This is an optimization exercise on Yosys and OpenROAD, whose aim is small area, a short achievable clock period and few clock cycles per item, not a production implementation. Function was checked by simulation only, so behaviour that the tests miss may differ from the original.

== v6 ==
// circuit8
module circuit8(a, b, c, zero, clk, rst, start, z, done);
    input [63:0] a, b, c, zero;
    input clk, rst;
    input start;
    output [63:0] z;
    output done;
    localparam K  = 8;                 
    reg         busy, first, done_r;
    reg  [5:0]  cnt;                   
    reg  [63:0] Zr;                    
    reg  [63:0] NR;                    
    reg  [63:0] ZR;                    
    reg  [63:0] C;                     
    wire [63:0] nrk;
    wire [5:0]  idx;
    MOD #(.K(K)) steps (.NR(NR), .C(C), .first(first), .cnt(cnt), .nrk(nrk), .idx(idx));
    wire fin = (idx == 6'd0);
    wire eq = (nrk == ~ZR);
    wire [63:0] am1, cp1;
    DEC #(.DATAWIDTH(64)) dec0 (.a(Zr), .d(am1));
    INC #(.DATAWIDTH(64)) inc0 (.a(C), .d(cp1));
    wire [63:0] res = eq ? am1 : cp1;
    always @(posedge clk) begin
        if (!busy) begin
            Zr <= a;
            NR <= ~a;
            C  <= c;
            ZR <= zero;
        end else begin
            NR <= nrk;
            if (fin) Zr <= res;
        end
    end
    always @(posedge clk) begin
        if (rst) begin
            busy <= 1'b0;
            done_r <= 1'b0;
            first <= 1'b0;
            cnt <= 6'd0;
        end else if (start) begin
            busy <= 1'b1;
  ...
Size: about 320 I/O pins.
==> module MOD, before the edit <==
module MOD(NR, C, first, cnt, nrk, idx);
    parameter K = 8;
    localparam NG = (64 + K - 1) / K;
    localparam DW = 64 + K - 1;
    localparam SB = (NG > 32) ? 6 : (NG > 16) ? 5 : (NG > 8) ? 4 : (NG > 4) ? 3 : 2;
    input  [63:0]     NR;
    input  [63:0]     C;
    input             first;
    input  [5:0]      cnt;
    output reg [63:0] nrk;
    output reg [5:0]  idx;
    function [5:0] lzg;
        input [63:0] x;
        integer i;
        reg [K*NG-1:0] xe;
        begin
            xe = {x, {(K*NG-64){1'b0}}};
            lzg = NG - 1;
            for (i = NG - 1; i >= 0; i = i - 1)
                if (|xe[K*NG-1-K*i -: K]) lzg = i;
        end
    endfunction
    localparam B = 2, NB = 64 / B, LB = 5;
    function [64:0] add;
        input [63:0] a, b;
        input        ci;
        reg [63:0] p, g;
        reg [NB-1:0] bg, bp;
        reg [64:0] cy;
        reg gt;
        integer l, j, k;
        begin
            p = a ^ b;
            g = a & b;
            for (j = 0; j < NB; j = j + 1) begin
                gt = g[B*j];
                for (k = 1; k < B; k = k + 1)
                    gt = g[B*j+k] | (p[B*j+k] & gt);
                bg[j] = gt;
                bp[j] = &p[B*j +: B];
            end
            bg[0] = bg[0] | (bp[0] & ci);
            for (l = 0; l < LB; l = l + 1)
                for (j = (2 << l) - 1; j < NB; j = j + (2 << l)) begin
                    bg[j] = bg[j] | (bp[j] & bg[j - (1 << l)]);
                    bp[j] = bp[j] & bp[j - (1 << l)];
                end
            for (l = LB - 2; l >= 0; l = l - 1)
                for (j = (3 << l) - 1; j < NB; j = j + (2 << l)) begin
                    bg[j] = bg[j] | (bp[j] & bg[j - (1 << l)]);
                    bp[j] = bp[j] & bp[j - (1 << l)];
                end
            cy[0] = ci;
            for (j = 0; j < NB; j = j + 1) begin
                for (k = 0; k < B - 1; k = k + 1)
                    cy[B*j+k+1] = g[B*j+k] | (p[B*j+k] & cy[B*j+k]);
                cy[B*j+B] = bg[j];
            end
            add = {cy[64], p ^ cy[63:0]};
        end
    endfunction
    reg [6:0]    gw;
    reg [DW-1:0] dsh;
    reg [64:0]   t;
    reg [DW-1:0] dv;
    reg [63:0]   x;
    integer i;
    always @* begin
        gw  = {1'b0, lzg(C)} - {1'b0, lzg(~NR)};
        idx = first ? (gw[6] ? 6'd0 : gw[5:0]) : cnt;
        dsh = {C, {(K-1){1'b0}}};
        for (i = 0; i < SB; i = i + 1)
            if (idx[i]) dsh = dsh << (K << i);
        x = NR;
        for (i = 0; i < K; i = i + 1) begin
            dv = dsh >> i;
            if (i % 2 == 0) begin
                t = add(x, dv[63:0], 1'b0);
                x = (!t[64] && (dv >> 64) == 0) ? ~t[63:0] : ~x;
            end else begin
                t = add(x, ~dv[63:0], 1'b1);
                x = (t[64] && (dv >> 64) == 0) ? ~t[63:0] : ~x;
            end
        end
        nrk = (K % 2 == 0) ? x : ~x;
    end
endmodule
==> module circuit8, before the edit <==
module circuit8(a, b, c, zero, clk, rst, start, z, done);
    input [63:0] a, b, c, zero;
    input clk, rst;
    input start;
    output [63:0] z;
    output done;
    localparam K  = 8;                 
    reg         busy, first, done_r;
    reg  [5:0]  cnt;                   
    reg  [63:0] Zr;                    
    reg  [63:0] NR;                    
    reg  [63:0] ZR;                    
    reg  [63:0] C;                     
    wire [63:0] nrk;
    wire [5:0]  idx;
    MOD #(.K(K)) steps (.NR(NR), .C(C), .first(first), .cnt(cnt), .nrk(nrk), .idx(idx));
    wire fin = (idx == 6'd0);
    wire eq = (nrk == ~ZR);
    wire [63:0] am1, cp1;
    DEC #(.DATAWIDTH(64)) dec0 (.a(Zr), .d(am1));
    INC #(.DATAWIDTH(64)) inc0 (.a(C), .d(cp1));
    wire [63:0] res = eq ? am1 : cp1;
    always @(posedge clk) begin
        if (!busy) begin
            Zr <= a;
            NR <= ~a;
            C  <= c;
            ZR <= zero;
        end else begin
            NR <= nrk;
            if (fin) Zr <= res;
        end
    end
    always @(posedge clk) begin
        if (rst) begin
            busy <= 1'b0;
            done_r <= 1'b0;
            first <= 1'b0;
            cnt <= 6'd0;
        end else if (start) begin
            busy <= 1'b1;
            done_r <= 1'b0;
            first <= 1'b1;
            cnt <= 6'd0;
        end else begin
            first <= 1'b0;
            cnt <= idx - 6'd1;
            done_r <= busy & fin;
            if (fin) busy <= 1'b0;
        end
    end
    assign z = Zr;
    assign done = done_r;
endmodule
clock: 250.0 ns
lec_check: 0
cap_margin: 20
core_margin: 2
core_utilization: 25
setup_slack_margin: 5
slew_margin: 20
run.sh (not shown) runs the stock make flow with config.mk's settings and CLKGATE_MAP_FILE= SYNTH_SCRIPT=/design/flow/synth_recipe.tcl, a recipe that flattens the netlist after the stock synthesis.
Testbench counts of v6, summed over its fixed seeds: cycles 51,579, items 12,000.
#### Input delta (v7 over v6)
--- a/flow/design.v
+++ b/flow/design.v
@@ -49,8 +49,7 @@
         end
     endfunction
-    localparam B = 2, NB = 64 / B, LB = 5;
+    localparam B = 4, NB = 64 / B, LB = 4;
     function [64:0] add;
         input [63:0] a, b;
-        input        ci;
         reg [63:0] p, g;
         reg [NB-1:0] bg, bp;
@@ -68,5 +67,4 @@
                 bp[j] = &p[B*j +: B];
             end
-            bg[0] = bg[0] | (bp[0] & ci);
             for (l = 0; l < LB; l = l + 1)
                 for (j = (2 << l) - 1; j < NB; j = j + (2 << l)) begin
@@ -79,5 +77,5 @@
                     bp[j] = bp[j] & bp[j - (1 << l)];
                 end
-            cy[0] = ci;
+            cy[0] = 1'b0;
             for (j = 0; j < NB; j = j + 1) begin
                 for (k = 0; k < B - 1; k = k + 1)
@@ -92,5 +90,4 @@
     reg [64:0]   t;
     reg [DW-1:0] dv;
-    reg [63:0]   x;
     integer i;
     always @* begin
@@ -100,16 +97,11 @@
         for (i = 0; i < SB; i = i + 1)
             if (idx[i]) dsh = dsh << (K << i);
-        x = NR;
+        nrk = NR;
         for (i = 0; i < K; i = i + 1) begin
             dv = dsh >> i;
-            if (i % 2 == 0) begin
-                t = add(x, dv[63:0], 1'b0);
-                x = (!t[64] && (dv >> 64) == 0) ? ~t[63:0] : ~x;
-            end else begin
-                t = add(x, ~dv[63:0], 1'b1);
-                x = (t[64] && (dv >> 64) == 0) ? ~t[63:0] : ~x;
-            end
-        end
-        nrk = (K % 2 == 0) ? x : ~x;
+            t = add(nrk, dv[63:0]);
+            if (!t[64] && (dv >> 64) == 0)
+                nrk = t[63:0];
+        end
     end
 endmodule
@@ -178,5 +170,5 @@
     wire [63:0] res = eq ? am1 : cp1;
     always @(posedge clk) begin
-        if (!busy) begin
+        if (start) begin
             Zr <= a;
             NR <= ~a;
@@ -185,5 +177,5 @@
         end else begin
             NR <= nrk;
-            if (fin) Zr <= res;
+            if (busy && fin) Zr <= res;
         end
     end
==> comparison <==
v7 completed every stage of the flow, and the final layout passed the timing, DRC and antenna checks. Global-route usage in v7 is 5.0 points higher than in v6. The classification of the worst setup path comes out in -> reg in one run and reg -> out in the other, namely in v7 and v6 respectively. [compare] base=v6 new=v7: setup slack has decreased; post-synthesis compound-gate area fraction has decreased; number of signal-net inverters in the final layout has increased; relative area change from synthesis to final layout has increased. Taking v7 over v6, the clock-buffer cell count ratio works out to 1.3.
Testbench counts of v7, summed over its fixed seeds: cycles 51,579, items 12,000.

==> separate check: timing with driven ports <==
How much do the figures lean on ideal ports? The routed layouts below were timed once more, with nothing changed but the port constraints. Step 1, drivers: a clkbuf_16 drives clk and a buf_2 each remaining input, both assumed. Step 2 times the ports against the registers' clock, not the clock port: input delays grow and output delays shrink by t, the midpoint of the rising clock arrivals with the driver on. Slacks: ideal / step 1 / step 2; pairs: ideal / step 1.
| run | shift t [ns] | setup slack, ns | worst setup path at the end | cell pins on the clock port's net |
|---|---|---|---|---|
| v6 | 0.635 | 198.408 / 198.358 / 198.509 | input to register | 1 |
| v7 | 0.663 | 198.016 / 198.029 / 197.365 | input to register | 1 |
After both steps setup and hold are still met in every run listed. The setup slack of v7, which loses most, moves by +0.013 ns with the drivers and by -0.651 ns with both steps.
